Source: an optimization exercise on an open RTL-to-GDS flow (aim: small area). Production flows keep margins and buffers that such runs may drop.
Only simulation tests tie the RTL to the original design; equivalence was not proved.
Power is estimated from default activity; no workload was simulated.

### run.sh
#!/bin/bash
# synth_recipe.tcl (not shown) runs the flow's synth.tcl, then flattens the netlist and writes it again
# the make line also repeats each setting of config.mk as NAME=value (left out here)
make -C /OpenROAD-flow-scripts/flow DESIGN_CONFIG=/design/flow/config.mk WORK_HOME=/design/flow/orfs CLKGATE_MAP_FILE= SYNTH_SCRIPT=/design/flow/synth_recipe.tcl finish
### config.mk
export PLATFORM = sky130hd
export DESIGN_NAME = ov5640_cfg_top
export DESIGN_NICKNAME = ov5640_cfg_top
export VERILOG_FILES = /design/flow/design.v
export SDC_FILE = /design/flow/constraint.sdc
export NUM_CORES = 4
export LEC_CHECK = 0
export CAP_MARGIN = 20
export CORE_MARGIN = 2
export CORE_UTILIZATION = 40
export SLEW_MARGIN = 20
### design.v
module ov5640_powerup(
    input               sysclk      ,        
    input               rst_n       ,
    output              cmos_pwdn   ,
    output              cmos_reset  ,
    output              done        
);
localparam      delay_6ms   =   300_000     ;
localparam      delay_2ms   =   100_000     ;
localparam      delay_21ms  =   1_050_000   ;
reg     [20:0]  delay_cnt   ;
always @(posedge sysclk or negedge rst_n) begin
    if (rst_n == 1'b0) begin
        delay_cnt   <=  1'b0    ;
    end else if (delay_cnt == delay_21ms+delay_2ms+delay_6ms-1) begin
        delay_cnt   <=  delay_cnt   ;
    end else begin
        delay_cnt   <=  delay_cnt + 1'b1    ;
    end
end
assign cmos_pwdn    = (delay_cnt < delay_6ms) ? 1'b1 : 1'b0             ;
assign cmos_reset   = (delay_cnt < delay_6ms+delay_2ms) ? 1'b0 : 1'b1   ;
assign done         = (delay_cnt < delay_21ms+delay_2ms+delay_6ms-2) ? 1'b0 : 1'b1;
endmodule
`timescale 1ns/1ns
module ov5640_sccb(
    input                   sysclk      ,    
    input                   rst_n       ,
    input                   srst        ,    
    input                   ce_pos      ,    
    input                   ce_neg      ,    
    input                   start       ,
    input       [31:0]      cfg_data    ,
    output reg  [ 7:0]      rd_data     ,
    output reg              busy        ,
    output reg              done        ,
    output reg              cmos_sclk   ,
    output                  cmos_sdat_o ,
    output                  cmos_sdat_oe,
    input                   cmos_sdat_i 
);
localparam                  READ_JUMP_FROM  =   55  ;
localparam                  READ_JUMP_TO    =   76  ;
localparam                  WRITE_END_CNT   =   75  ;
localparam                  READ_END_CNT    =   117 ;
reg         [6:0]           cnt         ;
wire                        read        ;
reg                         cmos_sdat_r ;
reg         [31:0]          cfg_data_r  ;
reg                         sdat_dir    ;    
always @(posedge sysclk or negedge rst_n) begin
    if (rst_n == 1'b0) begin
        cfg_data_r <=  32'd0 ;
    end else if (srst == 1'b1) begin
        cfg_data_r <=  32'd0 ;
    end else if (ce_pos == 1'b1) begin
        if (start == 1'b1) begin
            cfg_data_r <=  cfg_data ;
        end
    end
end
always @(posedge sysclk or negedge rst_n) begin
    if (rst_n == 1'b0) begin
        busy    <=  1'b0    ;
    end else if (srst == 1'b1) begin
        busy    <=  1'b0    ;
    end else if (ce_pos == 1'b1) begin
        if (start == 1'b1) begin
            busy    <=  1'b1    ;
        end else if (cnt == WRITE_END_CNT || cnt == READ_END_CNT) begin
            busy    <=  1'b0    ;
        end
    end
end
always @(posedge sysclk or negedge rst_n) begin
    if (rst_n == 1'b0) begin
        done    <=  1'b0    ;
    end else if (srst == 1'b1) begin
        done    <=  1'b0    ;
    end else if (ce_pos == 1'b1) begin
        if (cnt == WRITE_END_CNT || cnt == READ_END_CNT) begin
            done    <=  1'b1    ;
        end else begin
            done    <=  1'b0    ;
        end
    end
end
always @(posedge sysclk or negedge rst_n) begin
    if (rst_n == 1'b0) begin
        cnt     <=  7'd0    ;
    end else if (srst == 1'b1) begin
        cnt     <=  7'd0    ;
    end else if (ce_pos == 1'b1) begin
        if (cnt == WRITE_END_CNT || cnt == READ_END_CNT) begin
            cnt     <=  7'd0    ;
        end else if (read == 1'b1 && cnt == READ_JUMP_FROM) begin
            cnt     <=  READ_JUMP_TO    ;
        end else if (busy   == 1'b1) begin
            cnt     <=  cnt + 1'd1  ;
        end
    end
end
assign read = cfg_data_r[24] ;
always @(posedge sysclk or negedge rst_n) begin
    if (rst_n == 1'b0) begin
        cmos_sclk   <=  1'b1    ;
    end else if (srst == 1'b1) begin
        cmos_sclk   <=  1'b1    ;
    end else if (ce_neg == 1'b1) begin
        if (cnt >= READ_JUMP_TO+1 && cnt <= READ_JUMP_TO + 3) begin
            cmos_sclk   <=  1'b1    ;
        end else if (cnt >= 2) begin
            cmos_sclk   <=  ~cmos_sclk  ;
        end else begin
            cmos_sclk   <=  1'b1    ;
        end
    end
end
always @(posedge sysclk or negedge rst_n) begin
    if (rst_n == 1'b0) begin
        cmos_sdat_r   <=  1'b1    ;
    end else if (srst == 1'b1) begin
        cmos_sdat_r   <=  1'b1    ;
    end else if (ce_pos == 1'b1) begin
        if (busy == 1'b1) begin
            case (cnt[6:1])
                  0:    cmos_sdat_r     <=  ~cnt[0]     ;   
                  1:    cmos_sdat_r     <=  cfg_data_r[31] ;   
                  2:    cmos_sdat_r     <=  cfg_data_r[30] ; 
                  3:    cmos_sdat_r     <=  cfg_data_r[29] ; 
                  4:    cmos_sdat_r     <=  cfg_data_r[28] ; 
                  5:    cmos_sdat_r     <=  cfg_data_r[27] ; 
                  6:    cmos_sdat_r     <=  cfg_data_r[26] ; 
                  7:    cmos_sdat_r     <=  cfg_data_r[25] ; 
                  8:    cmos_sdat_r     <=  1'b0        ; 
                 10:    cmos_sdat_r     <=  cfg_data_r[23] ;   
                 11:    cmos_sdat_r     <=  cfg_data_r[22] ; 
                 12:    cmos_sdat_r     <=  cfg_data_r[21] ; 
                 13:    cmos_sdat_r     <=  cfg_data_r[20] ; 
                 14:    cmos_sdat_r     <=  cfg_data_r[19] ; 
                 15:    cmos_sdat_r     <=  cfg_data_r[18] ; 
                 16:    cmos_sdat_r     <=  cfg_data_r[17] ; 
                 17:    cmos_sdat_r     <=  cfg_data_r[16] ; 
                 19:    cmos_sdat_r     <=  cfg_data_r[15] ;   
                 20:    cmos_sdat_r     <=  cfg_data_r[14] ; 
                 21:    cmos_sdat_r     <=  cfg_data_r[13] ; 
                 22:    cmos_sdat_r     <=  cfg_data_r[12] ; 
                 23:    cmos_sdat_r     <=  cfg_data_r[11] ; 
                 24:    cmos_sdat_r     <=  cfg_data_r[10] ; 
                 25:    cmos_sdat_r     <=  cfg_data_r[09] ; 
                 26:    cmos_sdat_r     <=  cfg_data_r[08] ; 
                 28:    cmos_sdat_r     <=  cfg_data_r[07] ;   
                 29:    cmos_sdat_r     <=  cfg_data_r[06] ; 
                 30:    cmos_sdat_r     <=  cfg_data_r[05] ; 
                 31:    cmos_sdat_r     <=  cfg_data_r[04] ; 
                 32:    cmos_sdat_r     <=  cfg_data_r[03] ; 
                 33:    cmos_sdat_r     <=  cfg_data_r[02] ; 
                 34:    cmos_sdat_r     <=  cfg_data_r[01] ; 
                 35:    cmos_sdat_r     <=  cfg_data_r[00] ; 
                 37:    cmos_sdat_r     <=  cnt[0]      ;   
                 38:    cmos_sdat_r     <=  cnt[0]      ;   
                 39:    cmos_sdat_r     <=  ~cnt[0]     ;   
                 40:    cmos_sdat_r     <=  cfg_data_r[31] ;   
                 41:    cmos_sdat_r     <=  cfg_data_r[30] ; 
                 42:    cmos_sdat_r     <=  cfg_data_r[29] ; 
                 43:    cmos_sdat_r     <=  cfg_data_r[28] ; 
                 44:    cmos_sdat_r     <=  cfg_data_r[27] ; 
                 45:    cmos_sdat_r     <=  cfg_data_r[26] ; 
                 46:    cmos_sdat_r     <=  cfg_data_r[25] ; 
                 47:    cmos_sdat_r     <=  1'b1        ; 
                 58:    cmos_sdat_r     <=  cnt[0]      ;   
                default: cmos_sdat_r    <=  1'b1        ;
            endcase
        end else begin
            cmos_sdat_r <=  1'b1    ;
        end
    end
end
always @(posedge sysclk or negedge rst_n) begin
    if (rst_n == 1'b0) begin
        sdat_dir    <=  1'b0    ;
    end else if (srst == 1'b1) begin
        sdat_dir    <=  1'b0    ;
    end else if (ce_pos == 1'b1) begin
        begin
            case (cnt[6:1])
                9, 18, 27, 36, 48, 49, 50, 51, 52, 53, 54, 55, 56:   sdat_dir    <=  1'b1    ; 
                default: sdat_dir   <=  1'b0    ;
            endcase
        end
    end
end
assign cmos_sdat_o  = cmos_sdat_r  ;
assign cmos_sdat_oe = ~sdat_dir    ;
always @(posedge sysclk or negedge rst_n) begin
    if (rst_n == 1'b0) begin
        rd_data <=  8'd0    ;
    end else if (srst == 1'b1) begin
        rd_data <=  8'd0    ;
    end else if (ce_pos == 1'b1) begin
        if (sdat_dir == 1'b1 && cmos_sclk == 1'b1) begin
            rd_data <=  {rd_data[6:0], cmos_sdat_i} ;
        end
    end
end
endmodule
`timescale 1ns/1ns
module ov5640_cfg(
    input                   sysclk          ,   
    input                   rst_n           ,
    input                   srst            ,   
    input                   ce_pos          ,   
    input                   ce_neg          ,   
    output                  cmos_sclk       ,
    output                  cmos_sdat_o     ,
    output                  cmos_sdat_oe    ,
    input                   cmos_sdat_i     ,
    output reg              cfg_done        ,
    output      [7:0]       rd_data         
);
localparam          CFG_REG_NUM =   304 ;
wire    [31:0]      cfg_reg[0:CFG_REG_NUM-1]    ;
reg     [ 8:0]      cfg_reg_addr                ;
wire                busy    ;
reg                 busy_r  ;
wire                done    ;
reg                 start   ;
always @(posedge sysclk) begin
    if (ce_pos == 1'b1)
        busy_r  <=  busy    ;
end
always @(posedge sysclk or negedge rst_n) begin
    if (rst_n == 1'b0) begin
        start   <=  1'b0    ;
    end else if (srst == 1'b1) begin
        start   <=  1'b0    ;
    end else if (ce_pos == 1'b1) begin
        if (busy_r == 1'b0 && cfg_done == 1'b0) begin
            start   <=  1'b1    ;
        end else begin
            start   <=  1'b0    ;
        end
    end
end
always @(posedge sysclk or negedge rst_n) begin
    if (rst_n == 1'b0) begin
        cfg_reg_addr    <=  9'd0    ;
    end else if (srst == 1'b1) begin
        cfg_reg_addr    <=  9'd0    ;
    end else if (ce_pos == 1'b1) begin
        if (cfg_reg_addr == CFG_REG_NUM-1) begin
            cfg_reg_addr    <=  cfg_reg_addr    ;
        end else if (done == 1'b1) begin
            cfg_reg_addr    <=  cfg_reg_addr + 9'd1 ;
        end
    end
end
always @(posedge sysclk or negedge rst_n) begin
    if (rst_n == 1'b0) begin
        cfg_done    <=  1'b0    ;
    end else if (srst == 1'b1) begin
        cfg_done    <=  1'b0    ;
    end else if (ce_pos == 1'b1) begin
        if (cfg_reg_addr == CFG_REG_NUM-1 && done == 1'b1) begin
            cfg_done    <=  1'b1    ;
        end
    end
end
ov5640_sccb u_ov5640_sccb(
    .sysclk                 (   sysclk                      ),
    .rst_n                  (   rst_n                       ),
    .srst                   (   srst                        ),
    .ce_pos                 (   ce_pos                      ),
    .ce_neg                 (   ce_neg                      ),
    .start                  (   start                       ),
    .cfg_data               (   cfg_reg[cfg_reg_addr]       ),
    .cmos_sclk              (   cmos_sclk                   ),
    .cmos_sdat_o            (   cmos_sdat_o                 ),
    .cmos_sdat_oe           (   cmos_sdat_oe                ),
    .cmos_sdat_i            (   cmos_sdat_i                 ),
    .done                   (   done                        ),
    .busy                   (   busy                        ),
    .rd_data                (   rd_data                     ) 
);
assign  cfg_reg[000]  =       {8'h78, 16'h3103, 8'h11};
assign  cfg_reg[001]  =       {8'h78, 16'h3008, 8'h82};
assign  cfg_reg[002]  =       {8'h78, 16'h3008, 8'h42};
assign  cfg_reg[003]  =       {8'h78, 16'h3103, 8'h03};
assign  cfg_reg[004]  =       {8'h78, 16'h3017, 8'hff};
assign  cfg_reg[005]  =       {8'h78, 16'h3018, 8'hff};
assign  cfg_reg[006]  =       {8'h78, 16'h3034, 8'h1A};
assign  cfg_reg[007]  =       {8'h78, 16'h3037, 8'h13};        
assign  cfg_reg[008]  =       {8'h78, 16'h3108, 8'h01};        
assign  cfg_reg[009]  =       {8'h78, 16'h3630, 8'h36};
assign  cfg_reg[010]  =       {8'h78, 16'h3631, 8'h0e};
assign  cfg_reg[011]  =       {8'h78, 16'h3632, 8'he2};
assign  cfg_reg[012]  =       {8'h78, 16'h3633, 8'h12};
assign  cfg_reg[013]  =       {8'h78, 16'h3621, 8'he0};
assign  cfg_reg[014]  =       {8'h78, 16'h3704, 8'ha0};
assign  cfg_reg[015]  =       {8'h78, 16'h3703, 8'h5a};
assign  cfg_reg[016]  =       {8'h78, 16'h3715, 8'h78};
assign  cfg_reg[017]  =       {8'h78, 16'h3717, 8'h01};
assign  cfg_reg[018]  =       {8'h78, 16'h370b, 8'h60};
assign  cfg_reg[019]  =       {8'h78, 16'h3705, 8'h1a};
assign  cfg_reg[020]  =       {8'h78, 16'h3905, 8'h02};
assign  cfg_reg[021]  =       {8'h78, 16'h3906, 8'h10};
assign  cfg_reg[022]  =       {8'h78, 16'h3901, 8'h0a};
assign  cfg_reg[023]  =       {8'h78, 16'h3731, 8'h12};
assign  cfg_reg[024]  =       {8'h78, 16'h3600, 8'h08};
assign  cfg_reg[025]  =       {8'h78, 16'h3601, 8'h33};
assign  cfg_reg[026]  =       {8'h78, 16'h302d, 8'h60};
assign  cfg_reg[027]  =       {8'h78, 16'h3620, 8'h52};
assign  cfg_reg[028]  =       {8'h78, 16'h371b, 8'h20};
assign  cfg_reg[029]  =       {8'h78, 16'h471c, 8'h50};
assign  cfg_reg[030]  =       {8'h78, 16'h3a13, 8'h43};
assign  cfg_reg[031]  =       {8'h78, 16'h3a18, 8'h00};
assign  cfg_reg[032]  =       {8'h78, 16'h3a19, 8'hf8};
assign  cfg_reg[033]  =       {8'h78, 16'h3635, 8'h13};
assign  cfg_reg[034]  =       {8'h78, 16'h3636, 8'h03};
assign  cfg_reg[035]  =       {8'h78, 16'h3634, 8'h40};
assign  cfg_reg[036]  =       {8'h78, 16'h3622, 8'h01};
assign  cfg_reg[037]  =       {8'h78, 16'h3c01, 8'h34};
assign  cfg_reg[038]  =       {8'h78, 16'h3c04, 8'h28};
assign  cfg_reg[039]  =       {8'h78, 16'h3c05, 8'h98};     
assign  cfg_reg[040]  =       {8'h78, 16'h3c06, 8'h00};
assign  cfg_reg[041]  =       {8'h78, 16'h3c07, 8'h08};
assign  cfg_reg[042]  =       {8'h78, 16'h3c08, 8'h00};
assign  cfg_reg[043]  =       {8'h78, 16'h3c09, 8'h1c};
assign  cfg_reg[044]  =       {8'h78, 16'h3c0a, 8'h9c};
assign  cfg_reg[045]  =       {8'h78, 16'h3c0b, 8'h40};
assign  cfg_reg[046]  =       {8'h78, 16'h3810, 8'h00};
assign  cfg_reg[047]  =       {8'h78, 16'h3811, 8'h10};
assign  cfg_reg[048]  =       {8'h78, 16'h3812, 8'h00};
assign  cfg_reg[049]  =       {8'h78, 16'h3708, 8'h64};
assign  cfg_reg[050]  =       {8'h78, 16'h4001, 8'h02};
assign  cfg_reg[051]  =       {8'h78, 16'h4005, 8'h1a};
assign  cfg_reg[052]  =       {8'h78, 16'h3000, 8'h00};
assign  cfg_reg[053]  =       {8'h78, 16'h3004, 8'hff};
assign  cfg_reg[054]  =       {8'h78, 16'h300e, 8'h58};
assign  cfg_reg[055]  =       {8'h78, 16'h302e, 8'h00};
assign  cfg_reg[056]  =       {8'h78, 16'h4300, 8'h61};   
assign  cfg_reg[057]  =       {8'h78, 16'h501f, 8'h01};
assign  cfg_reg[058]  =       {8'h78, 16'h440e, 8'h00};
assign  cfg_reg[059]  =       {8'h78, 16'h5000, 8'ha7};    
assign  cfg_reg[060]  =       {8'h78, 16'h3a0f, 8'h30};
assign  cfg_reg[061]  =       {8'h78, 16'h3a10, 8'h28};
assign  cfg_reg[062]  =       {8'h78, 16'h3a1b, 8'h30};
assign  cfg_reg[063]  =       {8'h78, 16'h3a1e, 8'h26};
assign  cfg_reg[064]  =       {8'h78, 16'h3a11, 8'h60};
assign  cfg_reg[065]  =       {8'h78, 16'h3a1f, 8'h14};
assign  cfg_reg[066]  =       {8'h78, 16'h5800, 8'h23};
assign  cfg_reg[067]  =       {8'h78, 16'h5801, 8'h14};
assign  cfg_reg[068]  =       {8'h78, 16'h5802, 8'h0f};
assign  cfg_reg[069]  =       {8'h78, 16'h5803, 8'h0f};  
assign  cfg_reg[070]  =       {8'h78, 16'h5804, 8'h12};
assign  cfg_reg[071]  =       {8'h78, 16'h5805, 8'h26};
assign  cfg_reg[072]  =       {8'h78, 16'h5806, 8'h0c};
assign  cfg_reg[073]  =       {8'h78, 16'h5807, 8'h08};
assign  cfg_reg[074]  =       {8'h78, 16'h5808, 8'h05};
assign  cfg_reg[075]  =       {8'h78, 16'h5809, 8'h05};
assign  cfg_reg[076]  =       {8'h78, 16'h580a, 8'h08};
assign  cfg_reg[077]  =       {8'h78, 16'h580b, 8'h0d};
assign  cfg_reg[078]  =       {8'h78, 16'h580c, 8'h08};
assign  cfg_reg[079]  =       {8'h78, 16'h580d, 8'h03};    
assign  cfg_reg[080]  =       {8'h78, 16'h580e, 8'h00};
assign  cfg_reg[081]  =       {8'h78, 16'h580f, 8'h00};
assign  cfg_reg[082]  =       {8'h78, 16'h5810, 8'h03};
assign  cfg_reg[083]  =       {8'h78, 16'h5811, 8'h09};
assign  cfg_reg[084]  =       {8'h78, 16'h5812, 8'h07};
assign  cfg_reg[085]  =       {8'h78, 16'h5813, 8'h03};
assign  cfg_reg[086]  =       {8'h78, 16'h5814, 8'h00};
assign  cfg_reg[087]  =       {8'h78, 16'h5815, 8'h01};
assign  cfg_reg[088]  =       {8'h78, 16'h5816, 8'h03};
assign  cfg_reg[089]  =       {8'h78, 16'h5817, 8'h08};  
assign  cfg_reg[090]  =       {8'h78, 16'h5818, 8'h0d};
assign  cfg_reg[091]  =       {8'h78, 16'h5819, 8'h08};
assign  cfg_reg[092]  =       {8'h78, 16'h581a, 8'h05};
assign  cfg_reg[093]  =       {8'h78, 16'h581b, 8'h06};
assign  cfg_reg[094]  =       {8'h78, 16'h581c, 8'h08};
assign  cfg_reg[095]  =       {8'h78, 16'h581d, 8'h0e};
assign  cfg_reg[096]  =       {8'h78, 16'h581e, 8'h29};
assign  cfg_reg[097]  =       {8'h78, 16'h581f, 8'h17};
assign  cfg_reg[098]  =       {8'h78, 16'h5820, 8'h11};
assign  cfg_reg[099]  =       {8'h78, 16'h5821, 8'h11};     
assign  cfg_reg[100]  =       {8'h78, 16'h5822, 8'h15};
assign  cfg_reg[101]  =       {8'h78, 16'h5823, 8'h28};
assign  cfg_reg[102]  =       {8'h78, 16'h5824, 8'h46};
assign  cfg_reg[103]  =       {8'h78, 16'h5825, 8'h26};
assign  cfg_reg[104]  =       {8'h78, 16'h5826, 8'h08};
assign  cfg_reg[105]  =       {8'h78, 16'h5827, 8'h26};
assign  cfg_reg[106]  =       {8'h78, 16'h5828, 8'h64};
assign  cfg_reg[107]  =       {8'h78, 16'h5829, 8'h26};
assign  cfg_reg[108]  =       {8'h78, 16'h582a, 8'h24};
assign  cfg_reg[109]  =       {8'h78, 16'h582b, 8'h22};       
assign  cfg_reg[110]  =       {8'h78, 16'h582c, 8'h24};
assign  cfg_reg[111]  =       {8'h78, 16'h582d, 8'h24};
assign  cfg_reg[112]  =       {8'h78, 16'h582e, 8'h06};
assign  cfg_reg[113]  =       {8'h78, 16'h582f, 8'h22};
assign  cfg_reg[114]  =       {8'h78, 16'h5830, 8'h40};
assign  cfg_reg[115]  =       {8'h78, 16'h5831, 8'h42};
assign  cfg_reg[116]  =       {8'h78, 16'h5832, 8'h24};
assign  cfg_reg[117]  =       {8'h78, 16'h5833, 8'h26};
assign  cfg_reg[118]  =       {8'h78, 16'h5834, 8'h24};
assign  cfg_reg[119]  =       {8'h78, 16'h5835, 8'h22};        
assign  cfg_reg[120]  =       {8'h78, 16'h5836, 8'h22};
assign  cfg_reg[121]  =       {8'h78, 16'h5837, 8'h26};
assign  cfg_reg[122]  =       {8'h78, 16'h5838, 8'h44};
assign  cfg_reg[123]  =       {8'h78, 16'h5839, 8'h24};
assign  cfg_reg[124]  =       {8'h78, 16'h583a, 8'h26};
assign  cfg_reg[125]  =       {8'h78, 16'h583b, 8'h28};
assign  cfg_reg[126]  =       {8'h78, 16'h583c, 8'h42};
assign  cfg_reg[127]  =       {8'h78, 16'h583d, 8'hce};
assign  cfg_reg[128]  =       {8'h78, 16'h5180, 8'hff};
assign  cfg_reg[129]  =       {8'h78, 16'h5181, 8'hf2};   
assign  cfg_reg[130]  =       {8'h78, 16'h5182, 8'h00};
assign  cfg_reg[131]  =       {8'h78, 16'h5183, 8'h14};
assign  cfg_reg[132]  =       {8'h78, 16'h5184, 8'h25};
assign  cfg_reg[133]  =       {8'h78, 16'h5185, 8'h24};
assign  cfg_reg[134]  =       {8'h78, 16'h5186, 8'h09};
assign  cfg_reg[135]  =       {8'h78, 16'h5187, 8'h09};
assign  cfg_reg[136]  =       {8'h78, 16'h5188, 8'h09};
assign  cfg_reg[137]  =       {8'h78, 16'h5189, 8'h75};
assign  cfg_reg[138]  =       {8'h78, 16'h518a, 8'h54};
assign  cfg_reg[139]  =       {8'h78, 16'h518b, 8'he0};   
assign  cfg_reg[140]  =       {8'h78, 16'h518c, 8'hb2};
assign  cfg_reg[141]  =       {8'h78, 16'h518d, 8'h42};
assign  cfg_reg[142]  =       {8'h78, 16'h518e, 8'h3d};
assign  cfg_reg[143]  =       {8'h78, 16'h518f, 8'h56};
assign  cfg_reg[144]  =       {8'h78, 16'h5190, 8'h46};
assign  cfg_reg[145]  =       {8'h78, 16'h5191, 8'hf8};
assign  cfg_reg[146]  =       {8'h78, 16'h5192, 8'h04};
assign  cfg_reg[147]  =       {8'h78, 16'h5193, 8'h70};
assign  cfg_reg[148]  =       {8'h78, 16'h5194, 8'hf0};
assign  cfg_reg[149]  =       {8'h78, 16'h5195, 8'hf0};   
assign  cfg_reg[150]  =       {8'h78, 16'h5196, 8'h03};
assign  cfg_reg[151]  =       {8'h78, 16'h5197, 8'h01};
assign  cfg_reg[152]  =       {8'h78, 16'h5198, 8'h04};
assign  cfg_reg[153]  =       {8'h78, 16'h5199, 8'h12};
assign  cfg_reg[154]  =       {8'h78, 16'h519a, 8'h04};
assign  cfg_reg[155]  =       {8'h78, 16'h519b, 8'h00};
assign  cfg_reg[156]  =       {8'h78, 16'h519c, 8'h06};
assign  cfg_reg[157]  =       {8'h78, 16'h519d, 8'h82};
assign  cfg_reg[158]  =       {8'h78, 16'h519e, 8'h38};
assign  cfg_reg[159]  =       {8'h78, 16'h5480, 8'h01};   
assign  cfg_reg[160]  =       {8'h78, 16'h5481, 8'h08};
assign  cfg_reg[161]  =       {8'h78, 16'h5482, 8'h14};
assign  cfg_reg[162]  =       {8'h78, 16'h5483, 8'h28};
assign  cfg_reg[163]  =       {8'h78, 16'h5484, 8'h51};
assign  cfg_reg[164]  =       {8'h78, 16'h5485, 8'h65};
assign  cfg_reg[165]  =       {8'h78, 16'h5486, 8'h71};
assign  cfg_reg[166]  =       {8'h78, 16'h5487, 8'h7d};
assign  cfg_reg[167]  =       {8'h78, 16'h5488, 8'h87};
assign  cfg_reg[168]  =       {8'h78, 16'h5489, 8'h91};
assign  cfg_reg[169]  =       {8'h78, 16'h548a, 8'h9a};   
assign  cfg_reg[170]  =       {8'h78, 16'h548b, 8'haa};
assign  cfg_reg[171]  =       {8'h78, 16'h548c, 8'hb8};
assign  cfg_reg[172]  =       {8'h78, 16'h548d, 8'hcd};
assign  cfg_reg[173]  =       {8'h78, 16'h548e, 8'hdd};
assign  cfg_reg[174]  =       {8'h78, 16'h548f, 8'hea};
assign  cfg_reg[175]  =       {8'h78, 16'h5490, 8'h1d};
assign  cfg_reg[176]  =       {8'h78, 16'h5381, 8'h1e};
assign  cfg_reg[177]  =       {8'h78, 16'h5382, 8'h5b};
assign  cfg_reg[178]  =       {8'h78, 16'h5383, 8'h08};
assign  cfg_reg[179]  =       {8'h78, 16'h5384, 8'h0a};  
assign  cfg_reg[180]  =       {8'h78, 16'h5385, 8'h7e};
assign  cfg_reg[181]  =       {8'h78, 16'h5386, 8'h88};
assign  cfg_reg[182]  =       {8'h78, 16'h5387, 8'h7c};
assign  cfg_reg[183]  =       {8'h78, 16'h5388, 8'h6c};
assign  cfg_reg[184]  =       {8'h78, 16'h5389, 8'h10};
assign  cfg_reg[185]  =       {8'h78, 16'h538a, 8'h01};
assign  cfg_reg[186]  =       {8'h78, 16'h538b, 8'h98};
assign  cfg_reg[187]  =       {8'h78, 16'h5580, 8'h06};
assign  cfg_reg[188]  =       {8'h78, 16'h5583, 8'h40};
assign  cfg_reg[189]  =       {8'h78, 16'h5584, 8'h10};  
assign  cfg_reg[190]  =       {8'h78, 16'h5589, 8'h10};
assign  cfg_reg[191]  =       {8'h78, 16'h558a, 8'h00};
assign  cfg_reg[192]  =       {8'h78, 16'h558b, 8'hf8};
assign  cfg_reg[193]  =       {8'h78, 16'h501d, 8'h40};
assign  cfg_reg[194]  =       {8'h78, 16'h5300, 8'h08};
assign  cfg_reg[195]  =       {8'h78, 16'h5301, 8'h30};
assign  cfg_reg[196]  =       {8'h78, 16'h5302, 8'h10};
assign  cfg_reg[197]  =       {8'h78, 16'h5303, 8'h00};
assign  cfg_reg[198]  =       {8'h78, 16'h5304, 8'h08};
assign  cfg_reg[199]  =       {8'h78, 16'h5305, 8'h30};  
assign  cfg_reg[200]  =       {8'h78, 16'h5306, 8'h08};
assign  cfg_reg[201]  =       {8'h78, 16'h5307, 8'h16};
assign  cfg_reg[202]  =       {8'h78, 16'h5309, 8'h08};
assign  cfg_reg[203]  =       {8'h78, 16'h530a, 8'h30};
assign  cfg_reg[204]  =       {8'h78, 16'h530b, 8'h04};
assign  cfg_reg[205]  =       {8'h78, 16'h530c, 8'h06};
assign  cfg_reg[206]  =       {8'h78, 16'h5025, 8'h00};
assign  cfg_reg[207]  =       {8'h78, 16'h3008, 8'h02};
assign  cfg_reg[208]  =       {8'h78, 16'h3035, 8'h11};
assign  cfg_reg[209]  =       {8'h78, 16'h3036, 8'h46}; 
assign  cfg_reg[210]  =       {8'h78, 16'h3c07, 8'h08};
assign  cfg_reg[211]  =       {8'h78, 16'h3820, 8'h41};
assign  cfg_reg[212]  =       {8'h78, 16'h3821, 8'h07};
assign  cfg_reg[213]  =       {8'h78, 16'h3814, 8'h31};
assign  cfg_reg[214]  =       {8'h78, 16'h3815, 8'h31};
assign  cfg_reg[215]  =       {8'h78, 16'h3800, 8'h00};
assign  cfg_reg[216]  =       {8'h78, 16'h3801, 8'h00};
assign  cfg_reg[217]  =       {8'h78, 16'h3802, 8'h00};
assign  cfg_reg[218]  =       {8'h78, 16'h3803, 8'h04};
assign  cfg_reg[219]  =       {8'h78, 16'h3804, 8'h0a};  
assign  cfg_reg[220]  =       {8'h78, 16'h3805, 8'h3f};
assign  cfg_reg[221]  =       {8'h78, 16'h3806, 8'h07};
assign  cfg_reg[222]  =       {8'h78, 16'h3807, 8'h9b};
assign  cfg_reg[223]  =       {8'h78, 16'h3808, 8'h03};
assign  cfg_reg[224]  =       {8'h78, 16'h3809, 8'h20};
assign  cfg_reg[225]  =       {8'h78, 16'h380a, 8'h02};
assign  cfg_reg[226]  =       {8'h78, 16'h380b, 8'h58};
assign  cfg_reg[227]  =       {8'h78, 16'h380c, 8'h07};
assign  cfg_reg[228]  =       {8'h78, 16'h380d, 8'h68};
assign  cfg_reg[229]  =       {8'h78, 16'h380e, 8'h03}; 
assign  cfg_reg[230]  =       {8'h78, 16'h380f, 8'hd8};
assign  cfg_reg[231]  =       {8'h78, 16'h3813, 8'h06};
assign  cfg_reg[232]  =       {8'h78, 16'h3618, 8'h00};
assign  cfg_reg[233]  =       {8'h78, 16'h3612, 8'h29};
assign  cfg_reg[234]  =       {8'h78, 16'h3709, 8'h52};
assign  cfg_reg[235]  =       {8'h78, 16'h370c, 8'h03};
assign  cfg_reg[236]  =       {8'h78, 16'h3a02, 8'h17};
assign  cfg_reg[237]  =       {8'h78, 16'h3a03, 8'h10};
assign  cfg_reg[238]  =       {8'h78, 16'h3a14, 8'h17};
assign  cfg_reg[239]  =       {8'h78, 16'h3a15, 8'h10}; 
assign  cfg_reg[240]  =       {8'h78, 16'h4004, 8'h02};
assign  cfg_reg[241]  =       {8'h78, 16'h3002, 8'h1c};
assign  cfg_reg[242]  =       {8'h78, 16'h3006, 8'hc3};
assign  cfg_reg[243]  =       {8'h78, 16'h4713, 8'h03};
assign  cfg_reg[244]  =       {8'h78, 16'h4407, 8'h04};
assign  cfg_reg[245]  =       {8'h78, 16'h460b, 8'h35};
assign  cfg_reg[246]  =       {8'h78, 16'h460c, 8'h22};
assign  cfg_reg[247]  =       {8'h78, 16'h4837, 8'h22};
assign  cfg_reg[248]  =       {8'h78, 16'h3824, 8'h02}; 
assign  cfg_reg[249]  =       {8'h78, 16'h5001, 8'ha3}; 
assign  cfg_reg[250]  =       {8'h78, 16'h3503, 8'h00};
assign  cfg_reg[251]  =       {8'h78, 16'h3035, 8'h41};        
assign  cfg_reg[252]  =       {8'h78, 16'h3036, 8'h69};
assign  cfg_reg[253]  =       {8'h78, 16'h3c07, 8'h07};
assign  cfg_reg[254]  =       {8'h78, 16'h3820, 8'h47};
assign  cfg_reg[255]  =       {8'h78, 16'h3821, 8'h07};
assign  cfg_reg[256]  =       {8'h78, 16'h3814, 8'h31};
assign  cfg_reg[257]  =       {8'h78, 16'h3815, 8'h31};
assign  cfg_reg[258]  =       {8'h78, 16'h3800, 8'h00};        
assign  cfg_reg[259]  =       {8'h78, 16'h3801, 8'h00};        
assign  cfg_reg[260]  =       {8'h78, 16'h3802, 8'h00};        
assign  cfg_reg[261]  =       {8'h78, 16'h3803, 8'hfa};        
assign  cfg_reg[262]  =       {8'h78, 16'h3804, 8'h0a};        
assign  cfg_reg[263]  =       {8'h78, 16'h3805, 8'h3f};        
assign  cfg_reg[264]  =       {8'h78, 16'h3806, 8'h06};        
assign  cfg_reg[265]  =       {8'h78, 16'h3807, 8'ha9};        
assign  cfg_reg[266]  =       {8'h78, 16'h3808, 8'h04};        
assign  cfg_reg[267]  =       {8'h78, 16'h3809, 8'h00};        
assign  cfg_reg[268]  =       {8'h78, 16'h380a, 8'h02};        
assign  cfg_reg[269]  =       {8'h78, 16'h380b, 8'hd0};        
assign  cfg_reg[270]  =       {8'h78, 16'h380c, 8'h07};        
assign  cfg_reg[271]  =       {8'h78, 16'h380d, 8'h64};        
assign  cfg_reg[272]  =       {8'h78, 16'h380e, 8'h02};        
assign  cfg_reg[273]  =       {8'h78, 16'h380f, 8'he4};        
assign  cfg_reg[274]  =       {8'h78, 16'h3813, 8'h04};        
assign  cfg_reg[275]  =       {8'h78, 16'h3618, 8'h00};
assign  cfg_reg[276]  =       {8'h78, 16'h3612, 8'h29};
assign  cfg_reg[277]  =       {8'h78, 16'h3709, 8'h52};
assign  cfg_reg[278]  =       {8'h78, 16'h370c, 8'h03};
assign  cfg_reg[279]  =       {8'h78, 16'h3a02, 8'h02}; 
assign  cfg_reg[280]  =       {8'h78, 16'h3a03, 8'he0};
assign  cfg_reg[281]  =       {8'h78, 16'h3a08, 8'h00};
assign  cfg_reg[282]  =       {8'h78, 16'h3a09, 8'h6f};
assign  cfg_reg[283]  =       {8'h78, 16'h3a0a, 8'h00};
assign  cfg_reg[284]  =       {8'h78, 16'h3a0b, 8'h5c};
assign  cfg_reg[285]  =       {8'h78, 16'h3a0e, 8'h06};
assign  cfg_reg[286]  =       {8'h78, 16'h3a0d, 8'h08};
assign  cfg_reg[287]  =       {8'h78, 16'h3a14, 8'h02};
assign  cfg_reg[288]  =       {8'h78, 16'h3a15, 8'he0};
assign  cfg_reg[289]  =       {8'h78, 16'h4004, 8'h02}; 
assign  cfg_reg[290]  =       {8'h78, 16'h3002, 8'h1c};
assign  cfg_reg[291]  =       {8'h78, 16'h3006, 8'hc3};
assign  cfg_reg[292]  =       {8'h78, 16'h4713, 8'h03};
assign  cfg_reg[293]  =       {8'h78, 16'h4407, 8'h04};
assign  cfg_reg[294]  =       {8'h78, 16'h460b, 8'h37};
assign  cfg_reg[295]  =       {8'h78, 16'h460c, 8'h20};
assign  cfg_reg[296]  =       {8'h78, 16'h4837, 8'h16};
assign  cfg_reg[297]  =       {8'h78, 16'h3824, 8'h04};        
assign  cfg_reg[298]  =       {8'h78, 16'h5001, 8'h83};
assign  cfg_reg[299]  =       {8'h78, 16'h3503, 8'h00}; 
assign  cfg_reg[300]  =       {8'h78, 16'h3016, 8'h02};
assign  cfg_reg[301]  =       {8'h78, 16'h3b07, 8'h0a};
assign  cfg_reg[302]  =       {8'h78, 16'h3b00, 8'h83};
assign  cfg_reg[303]  =       {8'h78, 16'h3b00, 8'h00};
endmodule
`timescale 1ns/1ns
module ov5640_cfg_top(
    input               clk_50M     ,
    input               rst_n       ,
    output              cmos_reset  ,
    output              cmos_pwdn   ,
    output              cmos_sclk   ,
    output              cmos_sdat_o ,
    output              cmos_sdat_oe,
    output              cfg_done    
);
wire            pwup_done   ;
wire            ce_pos      ;    
wire            ce_neg      ;    
reg     [8:0]   cnt         ;
always @(posedge clk_50M or negedge rst_n) begin
    if (rst_n == 1'b0) begin
        cnt     <=  'd0     ;
    end else begin
        cnt     <=  cnt + 1'd1  ;
    end
end
assign ce_pos = (cnt == 9'd255) ? 1'b1 : 1'b0 ;
assign ce_neg = (cnt == 9'd511) ? 1'b1 : 1'b0 ;
ov5640_powerup ov5640_powerup_inst(
    .sysclk                         (   clk_50M     ),        
    .rst_n                          (   rst_n       ),
    .cmos_pwdn                      (   cmos_pwdn   ),
    .cmos_reset                     (   cmos_reset  ),
    .done                           (   pwup_done   )
);
ov5640_cfg ov5640_cfg_inst(
    .sysclk                         (   clk_50M                 ),
    .rst_n                          (   rst_n                   ),
    .srst                           (   ~pwup_done              ),   
    .ce_pos                         (   ce_pos                  ),   
    .ce_neg                         (   ce_neg                  ),
    .cmos_sclk                      (   cmos_sclk               ),
    .cmos_sdat_o                    (   cmos_sdat_o             ),
    .cmos_sdat_oe                   (   cmos_sdat_oe            ),
    .cmos_sdat_i                    (   1'b1                    ),
    .cfg_done                       (   cfg_done                ),
    .rd_data                        (                           )
);
endmodule
### constraint.sdc
create_clock -name core_clock -period 20.0 [get_ports {clk_50M}]
set_input_delay 4.0000 -clock core_clock [delete_from_list [all_inputs] [get_ports {clk_50M}]]
set_output_delay 4.0000 -clock core_clock [all_outputs]
set_load 0.01 [all_outputs]
==> results.txt <==
## report_power, final
| part | total [uW] | leakage [uW] | internal [uW] | switching (uW) |
|---|---|---|---|---|
| combinational | 2.98 | 0.00237 | 0.114 | 2.86 |
| sequential | 156 | 0.00103 | 156 | 0 |
| clock | 184 | 0.000159 | 114 | 70.1 |
| total | 343 | 0.00356 | 270 | 73.0 |
## logic make-up (layout without fill, tap and decap cells)
| logic type | after synthesis | count (layout) |
|---|---|---|
| AOI/OAI and AO/OA | 446 | 446 |
| adders and majority gates | 12 | 12 |
| other | 0 | 7 |
| xor gates and xnor gates | 36 | 36 |
| DFF | 77 | 77 |
| muxes | 10 | 10 |
| and+or+nand+nor | 622 | 622 |
| buffers and inverters | 142 | 93 |
## sequential cells by signal (all words and copies together), names as in the netlist
register                                   cells
ov5640_cfg_inst.u_ov5640_sccb.cfg_data_r      23
ov5640_powerup_inst.delay_cnt                 21
cnt                                            9
ov5640_cfg_inst.cfg_reg_addr                   9
ov5640_cfg_inst.u_ov5640_sccb.cnt              7
ov5640_cfg_inst.busy_r                         1
ov5640_cfg_inst.cfg_done                       1
ov5640_cfg_inst.start                          1
ov5640_cfg_inst.u_ov5640_sccb.busy             1
ov5640_cfg_inst.u_ov5640_sccb.cmos_sclk        1
ov5640_cfg_inst.u_ov5640_sccb.cmos_sdat_r      1
ov5640_cfg_inst.u_ov5640_sccb.done             1
ov5640_cfg_inst.u_ov5640_sccb.sdat_dir         1
## cell usage after synthesis, types with 5 or more instances
master | number | area share
nor2_1 | 158 | 0.064
nand2_1 | 142 | 0.058
a21oi_1 | 113 | 0.061
clkbuf_1 | 93 | 0.038
o21ai_0 | 88 | 0.048
dfrtp_1 | 74 | 0.20
nor3_1 | 58 | 0.031
nand3_1 | 56 | 0.030
o22ai_1 | 40 | 0.027
a31oi_1 | 29 | 0.020
nor4_1 | 29 | 0.020
nand4_1 | 27 | 0.018
a22oi_1 | 21 | 0.017
and3_1 | 20 | 0.014
xnor2_1 | 20 | 0.019
nor2b_1 | 19 | 0.013
inv_1 | 17 | 0.0069
a211oi_1 | 16 | 0.013
a311oi_1 | 16 | 0.015
xor2_1 | 16 | 0.015
and2_1 | 15 | 0.010
o221ai_1 | 15 | 0.014
a221oi_1 | 13 | 0.012
buf_1 | 13 | 0.0053
buf_2 | 12 | 0.0065
ha_1 | 12 | 0.016
or4_1 | 12 | 0.0098
a32oi_1 | 10 | 0.0095
nand2b_1 | 10 | 0.0068
nand4b_1 | 10 | 0.0095
o211ai_1 | 10 | 0.0081
a2111oi_0 | 8 | 0.0076
nor3b_1 | 8 | 0.0065
o2111ai_1 | 8 | 0.0076
o32ai_1 | 8 | 0.0076
or2_2 | 7 | 0.0047
nor4b_1 | 6 | 0.0057
mux2_2 | 5 | 0.0061
mux2i_1 | 5 | 0.0054
o21bai_1 | 5 | 0.0041
## metrics by stage
stage          hold slack (ns)  instance area (um^2)  total power (uW)  setup WS (ns)   util
2_1_floorplan            0.423                  9230               159          14.25      -
3_3_place_gp             0.456                  9600               162          13.75  0.424
5_1_grt                  0.477                  9950               350          13.21  0.440
6_report                 0.476                  9970               343          13.29  0.440
4_1_cts                  0.474                  9940               342          13.30  0.439
3_5_place_dp             0.463                  9600               162          13.71  0.424
## worst max-delay path, cell delays in order, from the launching register on
cell and delay [ns]:
dfrtp_1 0.42, and3_1 0.23, and3_1 0.22, o31a_1 0.26, o31a_1 0.24, o31a_1 0.25
nor3_1 0.17, clkdlybuf4s50_1 0.58
## layout make-up
cell class / instances / share of cell area
well taps: 285 / 0.0358
flip-flops and latches: 77 / 0.194
inverters: 17 / 0.00640
clock buffers: 10 / 0.0240
repair buffers: 60 / 0.0467
multi-input cells: 1126 / 0.682
diodes: 7 / 0.00176
clock inverters: 6 / 0.00941
## path summary, 6_finish.rpt
path / from / to / slack (ns) / depth (start not counted)
worst max register to register: ov5640_cfg_inst.cfg_reg_addr[2] / ov5640_cfg_inst.u_ov5640_sccb.cfg_data_r[4] / 14.97 / 8
worst min-delay path: cnt[7] / cnt[7] / 0.48 / 1
min in group asynchronous: rst_n / ov5640_cfg_inst.u_ov5640_sccb.cnt[6] / 3.78 / 1
worst max-delay path: ov5640_powerup_inst.delay_cnt[5] / cmos_pwdn / 13.29 / 7
max in group asynchronous: rst_n / ov5640_cfg_inst.cfg_reg_addr[2] / 15.50 / 1
worst min register to register: cnt[7] / cnt[7] / 0.48 / 1
## metal layers
| metal | part of all wire | vias to the layer above | wire (um) | track usage |
|---|---|---|---|---|
| li1 | - | 5040 | - | - |
| met1 | 0.34 | 6234 | 22800 | 0.635 |
| met2 | 0.36 | 1634 | 24000 | 0.701 |
| met3 | 0.19 | 594 | 12700 | 0.352 |
| met4 | 0.10 | 10 | 6690 | 0.338 |
| met5 | 0.0027 | - | 176 | 0.0207 |
==> results by group <==
Outcome
  – Outcome: no timing/DRC/antenna violations

Clock tree
  – CTS max path bufs: 2
  – Root buf cell: clkbuf_16
  – Clock Pin Slew Worst Setup and Hold Paths: 0.06 ns
  – Post-CTS Hold Fix Bufs: 0
  – Clock sinks: just under 80
  – H-tree depth: 3
  – Post-CTS setup buffer count: 0
  – CTS tree: done
  – CTS buffer count: 9
  – Post_cts resized: 0
  – Worst-Skew Late Latency: 0.34 ns

Routing
  – DR WL/cell: around 42 um
  – Routed Wire Length: approximately 66 mm
  – Initial DRC Count: about 3400
  – Vias: roughly 14000
  – Vias per inst: between 8 and 9
  – Drt first pass iters: 20
  – Routed Antenna Nets: 0
  – # DRC: 0

Min path
  – Worst hold path type: flip-flop to flip-flop

STA
  – Fin Clk Skew: 0.00855 ns
  – Final setup violation count: 0
  – Sum Neg Setup Slack: 0 ns
  – Max-Slew Margin vs Limit: 0.120
  – Worst-Margin Slew: ~1.3 ns
  – Fin crit period: 6.71 ns
  – Fmax achieved: ~150 MHz
  – Final hold violations: 0
  – Fin crit share: 0.335
  – Slew Limit Fails: 0
  – RSZ-0062 raised after global routing: false

GRT
  – Gr usage total: 0.536
  – Largest net degree at the start of global routing: 77
  – Initial antenna violation count: 6
  – Vias in the first global route: approximately 12000
  – GRT overflow: 0
  – First-pass GRT wire length: approximately 92 mm

Die
  – Io pins: 8
  – Initial Util: 0.408
  – Core box area: between 0.02 and 0.025 mm^2
  – Floorplan row count: 55
  – Width of the die: 156 um
  – Die ar.: 0.0243 mm^2
  – Die height: between 150 and 200 um

Yosys
  – Distinct cells, synth: 90
  – Synth Warn #: 4
  – Post-synthesis adder-cell area fraction: 0.0163
  – Yosys reg bits: 77
  – EDFF count, synth: 1
  – Simple-gate portion of the synthesized area: 0.348
  – Largest family of logic cells by synthesized area: simple AND/OR/NAND/NOR gates
  – Mux cell area share after synthesis: 0.0115
  – Syn Nets: 1359
  – Syn Inst Count: ~1300
  – Post-Synth XOR/XNOR Area: 0.0342
  – Synth Cell Area: ~0.009 mm^2
  – Avg Cell Area, Syn: roughly 6.9 um^2
  – Top_reg_cell synth: dfrtp_1
  – Sequential area share after synthesis: 0.210
  – Compound-Gate Fraction of Synth Area: 0.317
  – Post-synth ARST share: 0.987

Final layout
  – Final #Nets: 1305
  – Register Area: ~0.0019 mm^2
  – Layout cells sized above 1: 0.0903
  – Cell Count, Final, Fillers Out: between 1500 and 2000
  – Area growth from synthesis to layout: 8.01%
  – Most frequent cells in the layout: 156 x nor2_1, 142 x nand2_1, 113 x a21oi_1
  – Multi-input logic area: a little under 0.007 mm^2
  – Commonest non-fill, non-tap cell in the layout: nor2_1
  – Fill cells: 2323

Place
  – Port bufs: 7
  – Inst Count DP: around 1600
  – GP Congestion: 1.20
  – Hpwl dp: 45.5 mm

Pwr
  – Pwr/cell area: 34.4 mW/mm^2
  – Leakage: between 0.003 and 0.004 uW
  – Max IR drop VDD: approximately 0.000042 V

Worst setup path
  – Arrival @ worst endpoint: between 2 and 3 ns
  – Crit Path Max Fanout: 5
  – Crit start category: flip-flop
  – CP required: roughly 16 ns
  – Critical path capture point type: primary output
  – WS Path Type: flip-flop to primary output

Job
  – Maximum capacitance violations: 0

[afterwards: timing with drivers on the ports]
How much do the figures lean on ideal ports? The routed layout below was timed once more, with nothing changed but the port constraints. Step 1 (the two cells are an assumption about what drives the block):
set clk [get_ports {clk_50M}]
set_driving_cell -lib_cell sky130_fd_sc_hd__clkbuf_16 $clk
set_driving_cell -lib_cell sky130_fd_sc_hd__buf_2 [delete_from_list [all_inputs] $clk]
Step 2 moves the port delays by t, midway between the first and last clock arrival at a register: inputs arrive t later, outputs are due t later. That takes back most of the time a late clock gives input paths. Slacks: ideal ports / drivers / drivers and shift; pairs: ideal ports / drivers.
shift t [ns]: 0.376
setup slack, ns: 13.292 / 13.255 / 13.631
worst hold slack (ns): 0.476 / 0.476 / 0.476
worst setup path at the end: register to output
worst data-port slew with drivers (ns): 0.03
After both steps this run still meets setup and hold. For this run, drivers alone change the setup slack by -0.037 ns; drivers and shift together by +0.339 ns.
